This is an optimization exercise on Yosys and OpenROAD, whose aim is small area and a short achievable clock period, not a production implementation.
Only simulation tests tie the RTL to the original design; equivalence was not proved.
No activity file was given, so power comes from the tool's default toggle rates.

==> flow/design.v (excerpt) <==
module execute (
    input logic clk,
    input logic rst_n,
    input logic [31:0] instr_addr,  
    input logic [4:0] op_type,  
    input logic [6:0] op_spec,  
    input logic [4:0] rd_ind,  
    input logic [31:0] rs1_dat,  
    input logic [31:0] rs2_dat,  
    input logic [31:0] imm_val,  
    output logic [4:0] e_op_type,
    output logic [6:0] e_op_spec,
    output logic [4:0] e_rd_ind,
    output logic [31:0] e_reg_dat,
    output logic [31:0] e_jmp_addr,
    output logic e_jmp_tk,
    input logic flush,
    output logic [31:0] mem_addr_out,  
    output logic [31:0] mem_dat_out,  
    output logic mem_read_en,  
    output logic mem_write_en,  
    input logic stall_in_bk,  
    input logic stall_in_ft,  
    output logic stall_out_ft  
);
    localparam int K = 12;
    logic t_ar, t_mem, t_br, t_jmp;
    assign t_ar  = (op_type == 5'd0);
    assign t_mem = (op_type == 5'd1);
    assign t_br  = (op_type == 5'd2);
    assign t_jmp = (op_type == 5'd3);
    logic [5:0] sp;
    assign sp = op_spec[5:0];
    logic [31:0] a, b;
    assign a = rs1_dat;
    assign b = op_spec[6] ? imm_val : rs2_dat;
    logic do_sub;
    assign do_sub = t_br | (t_ar & (sp != 6'd0));
    logic [31:0] cb;
    assign cb = t_ar ? b : (t_br ? rs2_dat : imm_val);
    logic [31:0] as;
    logic as_co;
    fadd u_as (.x(a), .y(cb ^ {32{do_sub}}), .ci(do_sub), .s(as), .co(as_co));
    logic ltu, lt, eq;
    assign ltu = ~as_co;
    assign lt  = (a[31] ^ cb[31]) ? a[31] : ltu;
    assign eq  = (as == 32'b0);
    logic [31:0] pc_imm, pc4;
    logic unused_co1, unused_co2;
    radd #(.N(32)) u_pci (.x(instr_addr), .y(imm_val), .ci(1'b0), .s(pc_imm), .co(unused_co1));
    radd #(.N(30)) u_pc4 (.x(instr_addr[31:2]), .y(30'b0), .ci(1'b1), .s(pc4[31:2]), .co(unused_co2));
    assign pc4[1:0] = instr_addr[1:0];
    logic md_op, md_div, md_shr, md_sra, md_sh;
    assign md_op  = t_ar & ((sp == 6'd5) | (sp == 6'd6) | (sp == 6'd7) | (sp == 6'd13)
                          | (sp == 6'd17) | (sp == 6'd19));
    assign md_div = sp[4];                    
    assign md_sh  = ~sp[3] & ~sp[4];          
    assign md_shr = sp[1];                    
  ...
For scale: ~8000 cells after synthesis, ~300 I/O pins, roughly 49000 um^2 of cells after synthesis.
export LEC_CHECK = 0
export ABC_AREA = 1
export CAP_MARGIN = 20
export CORE_MARGIN = 2
export CORE_UTILIZATION = 50
export PLACE_DENSITY = 0.65
export SLEW_MARGIN = 20
export SYNTH_HIERARCHICAL = 1
export SYNTH_MINIMUM_KEEP_SIZE = 0
create_clock -name core_clock -period 110.0 [get_ports {clk}]
standard.sh (not shown) runs the stock make flow with config.mk's settings and CLKGATE_MAP_FILE= SYNTH_SCRIPT=/design/flow/synth_recipe.tcl, a recipe that flattens the netlist after the stock synthesis.
==> flow/flow/run.sh <==
#!/bin/bash
# The standard layout, except that synthesis maps some modules (kept separate by
# SYNTH_HIERARCHICAL) with their own ABC scripts and delay targets:
#   md_rows_hi / md_rows_lo (the multiply/divide array rows before / after the
#   result register): flow/abc_hi.script / flow/abc_lo.script
#   execute (the top module's own logic): flow/abc_top.script
#   fadd (the ALU / address adder): flow/abc_fadd.script
# Every other module uses the standard ABC script.
# Port buffers (one per input and output port, as standard) use buf_1 cells.
set -euo pipefail
W=$(pwd)
F=$W/flow
{
  cat <<EOT
proc abc {args} {
  set i [lsearch -exact \$args -script]
  foreach {sel scr} {*md_rows_hi* abc_hi *md_rows_lo* abc_lo execute abc_top fadd abc_fadd} {
    yosys abc {*}[lreplace \$args [expr {\$i + 1}] [expr {\$i + 1}] $F/\$scr.script] \$sel
  }
  yosys abc {*}\$args * *md_rows_hi* %d *md_rows_lo* %d execute %d fadd %d
}
EOT
  cat "$W/synth_recipe.tcl"
} > "$W/synth_split.tcl"
bash "$W/standard.sh" SYNTH_SCRIPT="$W/synth_split.tcl" "BUFFER_PORTS_ARGS=-buffer_cell sky130_fd_sc_hd__buf_1" finish > "$W/flow_make.log" 2>&1
==> flow/flow/abc_fadd.script <==
strash
dch
map -D 3500
topo
stime -c
buffer -c
upsize -c -D 3500
dnsize -c -D 3500
==> flow/flow/abc_hi.script <==
strash
dch
map -D 26000
topo
stime -c
buffer -c
upsize -c -D 26000
dnsize -c -D 26000
==> flow/flow/abc_lo.script <==
strash
dch
map -D 19000
topo
stime -c
buffer -c
upsize -c -D 19000
dnsize -c -D 19000
==> flow/flow/abc_top.script <==
strash
dch
map -D 2000
topo
stime -c
buffer -c
upsize -c -D 2000
dnsize -c -D 2000
The first run passed the timing, design-rule and antenna checks.
Edit:
--- a/flow/flow/run.sh
+++ b/flow/flow/run.sh
@@ -8,3 +8,2 @@
 # Every other module uses the standard ABC script.
-# Port buffers (one per input and output port, as standard) use buf_1 cells.
 set -euo pipefail
@@ -24,2 +23,2 @@
 } > "$W/synth_split.tcl"
-bash "$W/standard.sh" SYNTH_SCRIPT="$W/synth_split.tcl" "BUFFER_PORTS_ARGS=-buffer_cell sky130_fd_sc_hd__buf_1" finish > "$W/flow_make.log" 2>&1
+bash "$W/standard.sh" SYNTH_SCRIPT="$W/synth_split.tcl" finish > "$W/flow_make.log" 2>&1
==> flow/flow/abc_lo.script (replaced) <==
strash
dch
map -D 26000
topo
stime -c
buffer -c
upsize -c -D 26000
dnsize -c -D 26000
Effect:
- via count drops by 1.9%
- register-to-register slack gets better by 0.02 ns
- setup slack gets worse by 3.0 ns
- hold slack stays flat
Edit:
--- a/flow/flow/run.sh
+++ b/flow/flow/run.sh
@@ -8,2 +8,3 @@
 # Every other module uses the standard ABC script.
+# Port buffers (one per input and output port, as standard) use buf_1 cells.
 set -euo pipefail
@@ -23,2 +24,2 @@
 } > "$W/synth_split.tcl"
-bash "$W/standard.sh" SYNTH_SCRIPT="$W/synth_split.tcl" finish > "$W/flow_make.log" 2>&1
+bash "$W/standard.sh" SYNTH_SCRIPT="$W/synth_split.tcl" "BUFFER_PORTS_ARGS=-buffer_cell sky130_fd_sc_hd__buf_1" finish > "$W/flow_make.log" 2>&1
Result: The changed run ran to the end with no violations; design area came out lower by 3.7%; die area is unchanged; sequential power is about the same; worst setup slack improves by 0.35 ns.

## separate check: timing with driven ports
The results above use ideal ports. As a check the final layouts listed here were re-extracted and re-timed, cells and wires unchanged. Step 1 assumes that a clkbuf_16 drives the clock port and a buf_2 every other input. Step 2 also shifts input and output timing later by t, the mid clock arrival at the registers, as if the neighbouring blocks saw the same clock. Three values: ideal ports, drivers, drivers and shift; two values: the first two.
run	t (ns)	setup slack, ns	hold WS [ns]	worst data-port slew with drivers (ns)
the first run	0.492	49.452 / 49.484 / 48.992	0.464 / 0.464 / 0.464	0.07
the second run	0.522	46.404 / 46.345 / 46.867	0.465 / 0.465 / 0.465	0.11
the third run	0.531	46.756 / 46.703 / 47.234	0.465 / 0.465 / 0.465	0.06
After both steps every run listed still meets setup and hold. For the first run, which loses most, drivers alone change the setup slack by +0.032 ns; drivers and shift together by -0.460 ns.
